Source: an optimization exercise on an open RTL-to-GDS flow (aim: small area and a short achievable clock period). Production flows keep margins and buffers that such runs may drop. In this exercise RTL edits were held to simulation tests only and were not proved equivalent to the original.

==> inputs of violet <==
## ntt4point
module ntt4point(
    input clk, rst,
    input [15:0] in0, in1, in2, in3,
    output [15:0] out0, out1, out2, out3
);
export LEC_CHECK = 0
export ABC_AREA = 1
export CAP_MARGIN = 20
export CORE_MARGIN = 2
export CORE_UTILIZATION = 40
export SLEW_MARGIN = 20
create_clock -name core_clock -period 65.0 [get_ports {clk}]
standard.sh (not shown) runs the stock make flow with config.mk's settings and CLKGATE_MAP_FILE= SYNTH_SCRIPT=/design/flow/synth_recipe.tcl, a recipe that flattens the netlist after the stock synthesis.
==> flow/flow/run.sh <==
#!/bin/bash
set -euo pipefail
bash standard.sh ADDER_MAP_FILE= BUFFER_PORTS_ARGS="-buffer_cell sky130_fd_sc_hd__buf_1" finish > flow_make.log 2>&1
==> juniper: changes against violet <==
CORE_UTILIZATION = 60   (was 40)
==> lagoon: changes against violet <==
==> flow/flow/run.sh (replaced) <==
#!/bin/bash
set -euo pipefail
bash standard.sh ADDER_MAP_FILE= finish > flow_make.log 2>&1
==> reports/results.ini <==
[drt]
wirelength_microns = 36900
vias = 15800
drt-initial-drc-count = 603

[critical_path]
cp_data_arrival_time_ns = 8.36

[sta]
fin_crit_sh_pct = 32.9

[place]
dp_hpwl_microns = 32900

[status]
status = no timing/DRC/antenna violations

[die]
taps = 468

# the run above: lagoon

==> reports/results.ini <==
[status]
status = no timing/DRC/antenna violations

[drt]
vias = 16000
drt-initial-drc-count = 816
wirelength_microns = 34400

[sta]
fin_crit_sh_pct = 32.4

[clock_tree]
cts_buffers = 5

[critical_path]
critical_path_peak_fanout = 14
cp_data_arrival_time_ns = 8.05

[die]
taps = 324

[logic_synthesis]
synth_top_family_by_area = simple AND/OR/NAND/NOR gates

# the run above: juniper

==> reports/results.ini <==
[die]
start_util_pct = 40.8
taps = 468

[critical_path]
cp_common_cell = nand2_1
critical_path_peak_fanout = 14

[clock_tree]
cts_htree_levels = 2

[layout]
final_common_cell = nand2_1
dominant_cells = multi-input gates

[place]
dp_hpwl_microns = 32500

[sta]
final.setup.tns_ns = 0
fin_crit_sh_pct = 32.2

[drt]
wirelength_microns = 36500
drt-initial-drc-count = 679

[status]
status = no timing/DRC/antenna violations

[logic_synthesis]
synthAdderAreaFrac_pct = 0

[grt]
grt_usage_pct = 19.0

# the run above: violet


* * *

==> inputs of exp/raven <==
Starting RTL as in the previous note.
Settings: LEC_CHECK=0, ABC_AREA=1, CAP_MARGIN=20, CORE_MARGIN=2, CORE_UTILIZATION=75, SLEW_MARGIN=20; clock period 65.0 ns.
==> flow/flow/run.sh <==
#!/bin/bash
set -euo pipefail
bash standard.sh ADDER_MAP_FILE= BUFFER_PORTS_ARGS="-buffer_cell sky130_fd_sc_hd__buf_1" finish > flow_make.log 2>&1
==> exp/tundra (differences from exp/raven) <==
==> flow/flow/run.sh (replaced) <==
#!/bin/bash
set -euo pipefail
bash standard.sh ADDER_MAP_FILE= BUFFER_PORTS_ARGS="-buffer_cell sky130_fd_sc_hd__buf_2" finish > flow_make.log 2>&1
Settings changed: CORE_UTILIZATION 75 to 40.
==> results.toml <==
[cells_and_area]
layout.nonclk_buf_frac = 0.0259
post-route-cell-area_sq_um = 15600
drive_above_1_share = 0.113
fin_cells = 3223
diodes = 1

[critical_path]
arrival_ps = 8090

[run_status]
status = "no timing/DRC/antenna violations"

[die]
dieWidth_um = 145
dieArea_sq_um = 21100

[timing]
period_needed_ps = 21090
max_freq_mhz = 47.4
the above is filed under exp/raven

==> results.toml <==
[cells_and_area]
fin_cells = 3427
final_nets = 3021
diodes = 3
layout.nonclk_buf_frac = 0.0329

[timing]
period_needed_ps = 20840

[die]
dieArea_sq_um = 39000
taps = 468
initial_core_util = 0.408

[clock_tree]
clock-sinks = 52

[synthesis]
synth_mux_area_frac = 0

[critical_path]
arrival_ps = 7840

[global_routing]
grt_util_all_layers = 0.189

[run_status]
status = "no timing/DRC/antenna violations"

[routing]
viasPerCell = 4.61
the above is filed under exp/tundra

[port drivers added, routing unchanged]
No port has a modelled driver above. Below, the same layouts with a new extraction and two added sets of constraints. Step 1, drivers: a clkbuf_16 drives clk and a buf_2 each remaining input, both assumed. Step 2 also shifts input and output timing later by t, the mid clock arrival at the registers, as if the neighbouring blocks saw the same clock. a / b / c = ideal / step 1 / step 2; a / b = the first two.
run	t (ns)	setup slack, ns	worst setup path after step 2	clock arrival spread, ns
violet	0.346	44.062 / 44.016 / 44.362	register to output	0.012 / 0.012
juniper	0.337	43.951 / 43.908 / 44.245	register to output	0.012 / 0.011
lagoon	0.354	43.637 / 43.591 / 43.945	register to output	0.008 / 0.008
exp/raven	0.329	43.906 / 43.866 / 44.195	register to output	0.008 / 0.008
exp/tundra	0.344	44.162 / 44.117 / 44.460	register to output	0.011 / 0.011
After both steps setup and hold are still met in every run listed.
